This is an optimization exercise on Yosys and OpenROAD, whose aim is small area, not a production implementation. In this exercise RTL edits were held to simulation tests only and were not proved equivalent to the original. Power and IR drop assume default switching activity.

// VGA
module VGA(clk, rst, VGA_HS, VGA_VS ,VGA_R, VGA_G, VGA_B,VGA_BLANK_N,VGA_CLOCK, player, result_in, result,  state);
	input 				clk, rst;
	input		[1:0]		state;
	input 	[1:0]  	player;
	input 	[1:0] 	result;
	input 	[17:0] 	result_in;
	output 				VGA_HS, VGA_VS;
	output 				VGA_BLANK_N, VGA_CLOCK;
	output  [7:0] 	VGA_R, VGA_G, VGA_B;
	localparam [2:0] C_Z = 3'd0, C_BG = 3'd1, C_GR = 3'd2, C_BL = 3'd3, C_RD = 3'd4, C_WH = 3'd5;
	reg			pclk;		 
	reg	[1:0]	hs;		 
	reg	[7:0]	ho;		 
	reg	[1:0]	vs;		 
	reg	[7:0]	vo;		 
	reg			loaded;
	reg	[2:0]	code;
	function [5:0] t40;
		input [5:0] p;
		case (p)
			6'd0: t40 = 6'd63;
			6'd1: t40 = 6'd63;
			6'd2: t40 = 6'd63;
			6'd3: t40 = 6'd63;
			6'd4: t40 = 6'd63;
			6'd5: t40 = 6'd63;
			6'd6: t40 = 6'd63;
			6'd7: t40 = 6'd63;
			6'd8: t40 = 6'd63;
			6'd9: t40 = 6'd63;
			6'd10: t40 = 6'd63;
			6'd11: t40 = 6'd63;
			6'd12: t40 = 6'd63;
			6'd13: t40 = 6'd63;
			6'd14: t40 = 6'd63;
			6'd15: t40 = 6'd63;
			6'd16: t40 = 6'd63;
			6'd17: t40 = 6'd63;
			6'd18: t40 = 6'd63;
			6'd19: t40 = 6'd63;
			6'd20: t40 = 6'd63;
			6'd21: t40 = 6'd63;
			6'd22: t40 = 6'd63;
			6'd23: t40 = 6'd63;
			6'd24: t40 = 6'd63;
			6'd25: t40 = 6'd63;
			6'd26: t40 = 6'd63;
			6'd27: t40 = 6'd63;
			6'd28: t40 = 6'd63;
			6'd29: t40 = 6'd28;
			6'd30: t40 = 6'd27;
			6'd31: t40 = 6'd26;
			6'd32: t40 = 6'd25;
			6'd33: t40 = 6'd23;
			6'd34: t40 = 6'd22;
			6'd35: t40 = 6'd20;
			6'd36: t40 = 6'd18;
			6'd37: t40 = 6'd16;
			6'd38: t40 = 6'd13;
			6'd39: t40 = 6'd9;
			6'd40: t40 = 6'd1;
			default: t40 = 6'd0;
		endcase
	endfunction
	function [5:0] t30;
		input [5:0] p;
		case (p)
			6'd0: t30 = 6'd63;
			6'd1: t30 = 6'd63;
			6'd2: t30 = 6'd63;
			6'd3: t30 = 6'd63;
			6'd4: t30 = 6'd63;
			6'd5: t30 = 6'd63;
			6'd6: t30 = 6'd63;
			6'd7: t30 = 6'd63;
			6'd8: t30 = 6'd63;
			6'd9: t30 = 6'd63;
			6'd10: t30 = 6'd63;
			6'd11: t30 = 6'd63;
			6'd12: t30 = 6'd63;
			6'd13: t30 = 6'd63;
			6'd14: t30 = 6'd63;
			6'd15: t30 = 6'd63;
			6'd16: t30 = 6'd63;
			6'd17: t30 = 6'd63;
  ...
==> flow/config.mk <==
export PLATFORM = sky130hd
export DESIGN_NAME = VGA
export DESIGN_NICKNAME = VGA
export VERILOG_FILES = /design/flow/design.v
export SDC_FILE = /design/flow/constraint.sdc
export NUM_CORES = 4
export LEC_CHECK = 0
export ABC_AREA = 1
export CAP_MARGIN = 20
export CORE_MARGIN = 2
export CORE_UTILIZATION = 40
export CTS_BUF_LIST = sky130_fd_sc_hd__clkbuf_8
export SLEW_MARGIN = 20
==> flow/constraint.sdc <==
create_clock -name core_clock -period 20.0 [get_ports {clk}]
set_input_delay 4.0000 -clock core_clock [delete_from_list [all_inputs] [get_ports {clk}]]
set_output_delay 4.0000 -clock core_clock [all_outputs]
set_load 0.01 [all_outputs]
standard.sh (not shown) runs the stock make flow with config.mk's settings and CLKGATE_MAP_FILE= SYNTH_SCRIPT=/design/flow/synth_recipe.tcl, a recipe that flattens the netlist after the stock synthesis.
==> flow/flow/run.sh <==
#!/bin/bash
# Layout flow: the standard synthesis; then the combinational cells of its netlist are
# re-optimised for area with ABC (a few seeds in parallel, the smallest result kept), leaving the
# flip-flops as they are (same cells, same names); then the standard layout from floorplan
# on, with minimum-size port buffers and no dummy clock load.
set -euo pipefail
W=$(pwd)
R=$W/orfs/results/$FLOW_PLATFORM/VGA/base
LIB=$FLOW_HOME/platforms/$FLOW_PLATFORM/lib/sky130_fd_sc_hd__tt_025C_1v80.lib
YOSYS=$FLOW_HOME/../tools/install/yosys/bin/yosys
[ -x "$YOSYS" ] || YOSYS=yosys

bash standard.sh synth > $W/1_standard_synth.log 2>&1
cp $R/1_2_yosys.v $W/standard_synth.v

mkdir -p $W/resynth
run_one() {
  local tag=$1 pre=$2 opt=$3
  local d=$W/resynth/$tag
  mkdir -p $d
  printf 'strash\n%s\n&get -n\n&deepsyn %s\n&put\ndch -f\namap -F 100\ntopo\n' "$pre" "$opt" > $d/script.abc
  cat > $d/resynth.ys <<EOC
read_liberty -ignore_miss_func $LIB
read_verilog $W/standard_synth.v
hierarchy -top $FLOW_TOP
setattr -mod -set blackbox 1 sky130_fd_sc_hd__dfxtp_1
flatten
delete t:\\\$scopeinfo
opt_clean -purge
abc -script $d/script.abc -liberty $LIB -dont_use *probe* -dont_use *lpflow* -dont_use *clkbuf* -dont_use *dly* -dont_use *clkinv*
opt_clean -purge
hilomap -singleton -hicell sky130_fd_sc_hd__conb_1 HI -locell sky130_fd_sc_hd__conb_1 LO
tee -o $d/stat.txt stat -liberty $LIB
write_verilog -noattr -nohex -nodec $d/out.v
EOC
  timeout 1200 $YOSYS -l $W/2_resynth_$tag.log $d/resynth.ys > /dev/null 2>&1 || true
}
# two rounds of four ABC runs (different seeds and starting structures)
run_one r0 "balance" "-I 4 -T 60 -S 0" &
run_one r1 "balance" "-I 4 -T 60 -S 7" &
run_one r2 "balance" "-I 4 -T 60 -S 13" &
run_one r3 "balance" "-I 4 -T 60 -S 21" &
wait
run_one r4 "dc2" "-I 4 -T 60 -S 0" &
run_one r5 "dc2" "-I 4 -T 60 -S 7" &
run_one r6 "dc2" "-I 4 -T 60 -S 13" &
run_one r7 "dc2" "-I 4 -T 60 -S 21" &
wait
best=""; bestA=""
for d in $W/resynth/r*; do
  [ -s $d/out.v ] || continue
  a=$(awk '/Chip area/ {print $NF}' $d/stat.txt | tail -1)
  [ -n "$a" ] || continue
  echo "$(basename $d) $a" >> $W/2_resynth_areas.txt
  if [ -z "$best" ] || awk -v a=$a -v b=$bestA 'BEGIN{exit !(a<b)}'; then best=$d; bestA=$a; fi
done
echo "kept $best ($bestA)" >> $W/2_resynth_areas.txt
cp $best/out.v $R/1_2_yosys.v
rm -f $R/1_synth.odb $R/1_synth.sdc

bash standard.sh "BUFFER_PORTS_ARGS=-buffer_cell sky130_fd_sc_hd__buf_1" \
  "CTS_ARGS=-sink_clustering_enable -repair_clock_nets -buf_list sky130_fd_sc_hd__clkbuf_8 -dont_use_dummy_load" \
  finish > $W/3_standard_layout.log 2>&1
Change:
--- a/flow/design.v
+++ b/flow/design.v
@@ -205,25 +205,26 @@
 		endcase
 	end
 	reg [2:0] nxt;
 	always @* begin
 		nxt = code;
 		if (state == 2'd0) begin
 			nxt = C_BG;
-			if ((hs == 2'd2) && (vs == 2'd2) && inr && (ho[7] ? (ubox && vbox && crs) : ring)) nxt = loaded ? C_WH : C_Z;
+			if ((hs == 2'd2) && (vs == 2'd2) && inr && (ho[7] ? (ubox && vbox && crs) : ring)) nxt = C_WH;
 		end else if (state == 2'd1) begin
-			if (vline || hline) nxt = loaded ? C_GR : C_Z;
-			else nxt = loaded ? C_WH : C_Z;
-			if (cellv == 2'b01 && inr && ring) nxt = loaded ? C_BL : C_Z;
-			if (cellv == 2'b10 && inr && ubox && vbox && crs) nxt = loaded ? C_RD : C_Z;
+			if (vline || hline) nxt = C_GR;
+			else nxt = C_WH;
+			if (cellv == 2'b01 && inr && ring) nxt = C_BL;
+			if (cellv == 2'b10 && inr && ubox && vbox && crs) nxt = C_RD;
 		end else if (state == 2'd2) begin
-			if (result == 2'b01) nxt = loaded ? C_BL : C_Z;
-			else if (result == 2'b10) nxt = loaded ? C_RD : C_Z;
-			else if (result == 2'b00) nxt = loaded ? C_GR : C_Z;
+			if (result == 2'b01) nxt = C_BL;
+			else if (result == 2'b10) nxt = C_RD;
+			else if (result == 2'b00) nxt = C_GR;
 		end
+		if (!loaded) nxt = (state == 2'd0) ? C_BG : C_Z;
 	end
 	always @(posedge clk) begin
 		if (!rst) code <= C_Z;
 		else if (pix_en) code <= nxt;
 	end
 	reg [23:0] rgb;
 	always @* begin
- The new run passed the timing, design-rule and antenna checks
- setup slack gets worse by 0.28 ns
- clock skew falls by 0.014 ns
- combinational power is higher by a little under a tenth
- cell count rose slightly
- power grows by a few percent
- via count is lower slightly
- register-to-register slack improves by 0.72 ns
- routed wire length drops by a few percent
- final area drops slightly
- non-clock buffer count is unchanged
- first-iteration DRC count shrinks by a few percent
- clock-buffer cell count does not change

what the ideal ports hide:
In the flow no input, the clock included, has a driving cell. The finished layouts below were timed again as built, in two steps. Step 1, drivers: a clkbuf_16 drives clk and a buf_2 each remaining input, both assumed. Step 2 times the ports against the registers' clock, not the clock port: input delays grow and output delays shrink by t, the midpoint of the rising clock arrivals with the driver on. Slacks: no drivers / after step 1 / after step 2; pairs: no drivers / after step 1.
run | shift t [ns] | setup slack, ns | pins driven straight from the clock port
the first run | 0.291 | 8.552 / 8.553 / 8.262 | 1
the second run | 0.293 | 8.271 / 8.274 / 7.981 | 1
After both steps setup and hold are still met in every run listed.
